Context: an optimization exercise on an open-source flow, tuned for small area and a short achievable clock period. The choices shown serve that exercise and are no tape-out recipe. RTL that was checked went through simulation tests only; none was proved equivalent to the original. The clock port is modelled as an ideal driver, which makes a skipped or thinned clock tree look cheaper than it is; a real chip needs a root buffer or a tree. Power and IR drop assume default switching activity.

## P
==> flow/design.v (excerpt) <==
module fifo (
    clK,
    fifo_WR,
    fifo_IN,
    fifo_RD,
    fifo_OUT,
    rsT,
    statuS
    );
export LEC_CHECK = 0
export CAP_MARGIN = 20
export CORE_MARGIN = 2
export CORE_UTILIZATION = 65
export SLEW_MARGIN = 20
create_clock -name core_clock -period 3.0 [get_ports {clK}]
run.sh (not shown) runs the stock make flow with config.mk's settings and CLKGATE_MAP_FILE= SYNTH_SCRIPT=/design/flow/synth_recipe.tcl, a recipe that flattens the netlist after the stock synthesis.
P completed every stage of the flow, and the final layout passed the timing, DRC and antenna checks.
### P -> Q
Settings: CORE_UTILIZATION: 65 -> 40.
Findings:
- The wire length in Q is 1.06 times that in P.
- Delta(clock buffer count in the final layout, Q - P) < 0
- Measured against each other, Q and P differ in core utilization, the lower figure coming from Q.
- In the floorplan summary, Q is listed with a die area greater than that of P.
- Q reports a higher clock group share of total power than P does.
- On final-layout worst hold slack, the higher figure sits with P, not Q.
- Number of gates on the worst path with buffers counted across Q and P: no real change.
- NOTE post-detailed-route wirelength per cell P->Q decreased by a little under 10%
Function was not checked in any run of this note: the RTL went through the layout flow alone.

== job 101 ==
The RTL this note starts from:
==> flow/design.v <==
module dpram (
    clK,
    wr_EN,
    wr_LO,
    wr_HI,
    wr_DATA,
    rd_SELn,
    rd_DATA
    );
    parameter DATA = 16;
    parameter ADDR = 5;
    localparam DEPTH = 1 << ADDR;
    localparam GROUPS = DEPTH / 4;
    input  wire              clK;
    input  wire              wr_EN;
    input  wire [3:0]        wr_LO;
    input  wire [GROUPS-1:0] wr_HI;
    input  wire [DATA-1:0]   wr_DATA;
    input  wire [DEPTH-1:0]  rd_SELn;      
    output reg  [DATA-1:0]   rd_DATA;
    reg  [DATA*DEPTH-1:0] Memory;
    wire [DATA*DEPTH-1:0] Memory_nxt;
    wire [DATA-1:0]       rd_mux;
    wire [GROUPS-1:0]     wr_grp;
    genvar r, b, g;
    generate
        for (g = 0; g < GROUPS; g = g + 1) begin : grp
            dpram_wgrp wgrp (
                .en(wr_EN),
                .sel(wr_HI[g]),
                .we(wr_grp[g])
                );
        end
        for (r = 0; r < DEPTH; r = r + 1) begin : row
            wire we   = wr_grp[r / 4] & wr_LO[r % 4];
            wire hold = ~we;
            for (b = 0; b < DATA; b = b + 1) begin : bt
                dpram_wbit wbit (
                    .we(we),
                    .hold(hold),
                    .d(wr_DATA[b]),
                    .q(Memory[r*DATA + b]),
                    .nxt(Memory_nxt[r*DATA + b])
                    );
            end
        end
        for (b = 0; b < DATA; b = b + 1) begin : col
            wire [DEPTH-1:0] bits;
            for (r = 0; r < DEPTH; r = r + 1) begin : pick
                assign bits[r] = Memory[r*DATA + b];
            end
            dpram_rcol #(.DEPTH(DEPTH)) rcol (
                .bits(bits),
                .seln(rd_SELn),
                .y(rd_mux[b])
                );
        end
    endgenerate
    always @(posedge clK) begin
        Memory  <= Memory_nxt;
        rd_DATA <= rd_mux;
    end
endmodule
module dpram_wgrp (en, sel, we);
    input  wire en;
    input  wire sel;
    output wire we;
    assign we = en & sel;
endmodule
module dpram_wbit (we, hold, d, q, nxt);
    input  wire we;
    input  wire hold;
    input  wire d;
    input  wire q;
    output wire nxt;
    assign nxt = (d & we) | (q & hold);
endmodule
module dpram_rcol (bits, seln, y);
    parameter DEPTH = 32;
    input  wire [DEPTH-1:0] bits;
    input  wire [DEPTH-1:0] seln;
    output wire             y;
    assign y = &(bits | seln);
endmodule
module fifo (
    clK,
    fifo_WR,
    fifo_IN,
    fifo_RD,
    fifo_OUT,
    rsT,
    statuS
    );
    parameter DATA = 16;
    parameter ADDR = 5;
    localparam DEPTH = 1 << ADDR;
    localparam GROUPS = DEPTH / 4;
    input clK;
    input  wire              fifo_WR;
    input  wire [DATA-1:0]   fifo_IN;
    input  wire              fifo_RD;
    output wire [DATA-1:0]   fifo_OUT;
    input  wire              rsT;
    output wire [1:0]        statuS;
    reg         [3:0]        Write_Lo;
    reg         [GROUPS-1:0] Write_Hi;
    reg         [DEPTH-1:0]  Read_Sel_n;
    reg         [1:0]        Diff;
    dpram #(.DATA(DATA), .ADDR(ADDR)) Fifomem (
        .clK(clK),
        .wr_EN(fifo_WR),
        .wr_LO(Write_Lo),
        .wr_HI(Write_Hi),
        .wr_DATA(fifo_IN),
        .rd_SELn(Read_Sel_n),
        .rd_DATA(fifo_OUT)
        );
    assign statuS = Diff;
    wire read_shift = fifo_RD & ~rsT;
    wire read_hold  = ~fifo_RD & ~rsT;
    wire [DEPTH-1:0] read_sel_n_nxt;
    wire             read_sel_0;
    fifo_ring_bit ring0 (
        .shift(read_shift),
        .hold(read_hold),
        .set(rsT),
        .prev(~Read_Sel_n[DEPTH-1]),
        .cur(~Read_Sel_n[0]),
        .nxt(read_sel_0)
        );
    assign read_sel_n_nxt[0] = ~read_sel_0;
    genvar r;
    generate
        for (r = 1; r < DEPTH; r = r + 1) begin : ring
            fifo_ring_bit rbit (
                .shift(read_shift),
                .hold(read_hold),
                .set(rsT),
                .prev(Read_Sel_n[r-1]),
                .cur(Read_Sel_n[r]),
                .nxt(read_sel_n_nxt[r])
                );
        end
    endgenerate
    always @(posedge clK)
        Read_Sel_n <= read_sel_n_nxt;
    always @(posedge clK) begin
        if (rsT) begin
            Write_Lo <= 4'b0001;
            Write_Hi <= {{(GROUPS-1){1'b0}}, 1'b1};
            Diff     <= 0;
        end
        else begin
            if (fifo_WR) begin
                Write_Lo <= {Write_Lo[2:0], Write_Lo[3]};
                if (Write_Lo[3])
                    Write_Hi <= {Write_Hi[GROUPS-2:0], Write_Hi[GROUPS-1]};
            end
            if (fifo_WR & ~fifo_RD)
                Diff <= Diff + 1'b1;
            else if (fifo_RD & ~fifo_WR)
                Diff <= Diff - 1'b1;
        end
    end
endmodule
module fifo_ring_bit (shift, hold, set, prev, cur, nxt);
    input  wire shift;
    input  wire hold;
    input  wire set;
    input  wire prev;
    input  wire cur;
    output wire nxt;
    assign nxt = set | (shift & prev) | (hold & cur);
endmodule
clock: 3.0 ns
lec_check: 0
cap_margin: 20
core_margin: 2
core_utilization: 75
setup_slack_margin: 1.6
slew_margin: 20
synth_hierarchical: 1
standard.sh (not shown) runs the stock make flow with config.mk's settings and CLKGATE_MAP_FILE= SYNTH_SCRIPT=/design/flow/synth_recipe.tcl, a recipe that flattens the netlist after the stock synthesis.
==> flow/flow/run.sh <==
#!/bin/bash
# Layout flow: the standard flow (standard.sh), except that the clock
# tree is the fixed two-stage tree of flow/clocktree.tcl (clock port -> one
# clkbuf_16 per quadrant -> one clkbuf_8 per strip of about 16 flip-flops)
# instead of TritonCTS's three-stage tree. flow/pre_cts.tcl puts
# it in place of clock_tree_synthesis inside ORFS's CTS step. The
# read-pointer flip-flops (Read_Sel_n) hang on the root buffers, one stage
# earlier than the rest: useful skew for the read mux paths they start.
# Port buffers are buf_2 instead of the delay buffer buffer_ports picks.
set -euo pipefail
W=$(pwd)
export PRE_CTS_TCL="$W/flow/pre_cts.tcl"
export BUFFER_PORTS_ARGS="-buffer_cell sky130_fd_sc_hd__buf_2"
bash standard.sh PRE_CTS_TCL="$PRE_CTS_TCL" BUFFER_PORTS_ARGS="$BUFFER_PORTS_ARGS" finish > "$W/standard_flow.log" 2>&1
==> flow/flow/pre_cts.tcl <==
# Sourced by ORFS's cts.tcl before it calls clock_tree_synthesis: replaces
# that command with a fixed two-stage clock tree (clocktree.tcl). Everything
# else in the CTS step (legalisation, timing repair) runs as usual.
source [file join [file dirname [info script]] clocktree.tcl]
rename clock_tree_synthesis tritoncts_clock_tree_synthesis
proc clock_tree_synthesis {args} {
  build_tree 1 8 sky130_fd_sc_hd__clkbuf_16 sky130_fd_sc_hd__clkbuf_8 {Read_Sel_n*}
  catch {global_connect}
  set_propagated_clock [all_clocks]
}
Other scripts of this flow, unchanged in this note and not shown: flow/flow/clocktree.tcl
Job 101 ran to completion and came out clean on the timing, DRC and antenna checks.
> inputs changed (job 101 -> job 102)
--- a/flow/config.mk
+++ b/flow/config.mk
@@ -9,3 +9,3 @@
 export CORE_MARGIN = 2
-export CORE_UTILIZATION = 75
+export CORE_UTILIZATION = 70
 export SETUP_SLACK_MARGIN = 1.6
The fraction of met2 tracks used by global routing number comes out lower for job 102 vs job 101. Lower global routing usage summed across all routing layers goes to job 102 over job 101. The higher power spent charging and discharging nets came out of job 102. Taking job 101 as the reference, in job 102 final instance area up 150 um2; routed length per instance now larger; sequential portion of the cell area dropped 0.31 points; area occupied by registers did not really move; routed wire length now sits higher. Between job 102 and job 101, area occupied by multi-input gates is lower for job 101, job 102 comes in above that. Looking at fraction of standard cell area in multi-input logic across job 102 and job 101, the one that comes out lower is job 101. Half-perimeter wire length after placement deteriorates in job 102 relative to job 101.
diff inputs: job 102 => job 103
--- a/flow/config.mk
+++ b/flow/config.mk
@@ -10,4 +10,5 @@
 export CORE_UTILIZATION = 70
-export SETUP_SLACK_MARGIN = 1.6
+export SETUP_SLACK_MARGIN = 1.55
 export SLEW_MARGIN = 20
 export SYNTH_HIERARCHICAL = 1
+export TNS_END_PERCENT = 30
The number of antenna violations at the first check in global routing of job 102 and that of job 103 are within noise of each other.
Job 103 -> job 102: cell count after synthesis delta 0, exact match
Looking at wire length, job 103 sits 3.2 mm lower than job 102 does.
Ratio of final minimum period to clock period came out higher on job 103 than on job 102.
Compared to job 102, job 103 has post-route worst hold slack 29 ps lower.
Diff job 103..job 102 | total number of placement rows | unchanged
Lower power was reported by job 103, not job 102.
No stage failed in job 103, and the final checks on the layout all came back clean.
Taking job 102 as the reference, in job 103 portion of total power attributed to sequential cells shows an increase of 0.4 points, global router's overall resource usage shows a reduction of 1.6 points.
The inputs of job 104 differ from those of job 103 as listed below.
--- a/flow/config.mk
+++ b/flow/config.mk
@@ -10,5 +10,4 @@
 export CORE_UTILIZATION = 70
-export SETUP_SLACK_MARGIN = 1.55
+export SETUP_SLACK_MARGIN = 1.68
 export SLEW_MARGIN = 20
 export SYNTH_HIERARCHICAL = 1
-export TNS_END_PERCENT = 30
Findings:
- For the first-pass GRT wire length, job 104 came in 5.2% higher than job 103 did.
- The sequential share of layout area in job 104 was lower than what job 103 gave.
- The critical-path cell with the highest stage delay comes out sky130_fd_sc_hd__dfxtp_4 in one run and sky130_fd_sc_hd__dfxtp_2 in the other, namely in job 104 and job 103 respectively.
- Of the two candidates, job 103 has the better area of all placed cells without fillers and job 104 the worse one.
- Per the comparison of job 104 with job 103, final number of setup-violating endpoints barely changed; fraction of layout instances using a drive strength above 1 climbed 3.3 points; maximum frequency from static timing analysis dropped 1.8%.
- Summary of job 104 over job 103: via count of the routed design rose by about 6%, overall power of the completed layout rose by 0.18 mW, global-route usage rose by 2.5 points.
- A kind of critical path of register to register is what job 103 shows, while register to output port belongs to job 104.
Input-level comparison between job 105 and job 104:
--- a/flow/flow/run.sh
+++ b/flow/flow/run.sh
@@ -3,4 +3,4 @@
 # tree is the fixed two-stage tree of flow/clocktree.tcl (clock port -> one
-# clkbuf_16 per quadrant -> one clkbuf_8 per strip of about 16 flip-flops)
-# instead of TritonCTS's three-stage tree. flow/pre_cts.tcl puts
+# clkbuf_16 per quadrant -> one clkbuf_16 per cluster of about 23
+# flip-flops) instead of TritonCTS's three-stage tree. flow/pre_cts.tcl puts
 # it in place of clock_tree_synthesis inside ORFS's CTS step. The
--- a/flow/flow/pre_cts.tcl
+++ b/flow/flow/pre_cts.tcl
@@ -6,3 +6,3 @@
 proc clock_tree_synthesis {args} {
-  build_tree 1 8 sky130_fd_sc_hd__clkbuf_16 sky130_fd_sc_hd__clkbuf_8 {Read_Sel_n*}
+  build_tree 2 3 sky130_fd_sc_hd__clkbuf_16 sky130_fd_sc_hd__clkbuf_16 {Read_Sel_n*}
   catch {global_connect}
--- a/flow/config.mk
+++ b/flow/config.mk
@@ -10,3 +10,3 @@
 export CORE_UTILIZATION = 70
-export SETUP_SLACK_MARGIN = 1.68
+export SETUP_SLACK_MARGIN = 1.55
 export SLEW_MARGIN = 20
Findings:
Job 105 reached the end of the flow, and the finished layout is clean on the timing, DRC and antenna checks. Compared to job 104, job 105 leaves more free space in the core. The hold slack reported for job 105 is smaller than that of job 104 by 4.8 ps. Job 105: maximum number of pins on one net before global-route repair higher than job 104. Job 104 has higher combinational group share of total power than job 105. The final cycle utilization of the critical path number comes out higher for job 104 vs job 105. Against job 104, maximum achievable frequency in job 105 rose by a few percent. Job 105 consumes more power than job 104 does. Sequential portion of the cell area, job 104 and job 105, lower one = job 104. Job 105: instance area after placement is 200 um2 lower than what job 104 reported.
In every run of this note, the design's own scripts or RTL, not TritonCTS, make the clock network.

[re-timing with driven ports]
How much do the figures lean on ideal ports? The routed layouts below were timed once more, with nothing changed but the port constraints.
Step 1, drivers: a clkbuf_16 drives clK and a buf_2 each remaining input, both assumed.
Step 2, shift: input delay + t, output delay - t, t = (earliest + latest rising clock arrival at the registers) / 2. This alone moves slack from input paths to output paths.
Three values: ideal, step 1, step 2; two values: the first two.
run | shift t [ns] | setup WS [ns] | latest minus earliest clock arrival (ns) | slew at the worst register clock pin (ns) | worst data-port slew with drivers (ns)
P | 0.613 | 0.821 / 0.768 / 0.354 | 0.021 / 0.022 | 0.06 / 0.06 | 0.05
Q | 0.665 | 0.839 / 0.781 / 0.330 | 0.017 / 0.017 | 0.06 / 0.06 | 0.03
job 101 | 0.374 | 1.515 / 1.450 / 1.256 | 0.225 / 0.224 | 0.11 / 0.11 | 0.08
job 102 | 0.376 | 1.545 / 1.458 / 1.280 | 0.221 / 0.220 | 0.11 / 0.11 | 0.07
job 103 | 0.376 | 1.494 / 1.428 / 1.263 | 0.223 / 0.223 | 0.11 / 0.11 | 0.05
job 104 | 0.382 | 1.467 / 1.354 / 1.230 | 0.228 / 0.228 | 0.12 / 0.12 | 0.06
job 105 | 0.387 | 1.526 / 1.455 / 1.270 | 0.205 / 0.204 | 0.13 / 0.13 | 0.03
After both steps every run listed still meets setup and hold. For Q, which loses most, drivers alone change the setup slack by -0.058 ns; drivers and shift together by -0.509 ns.
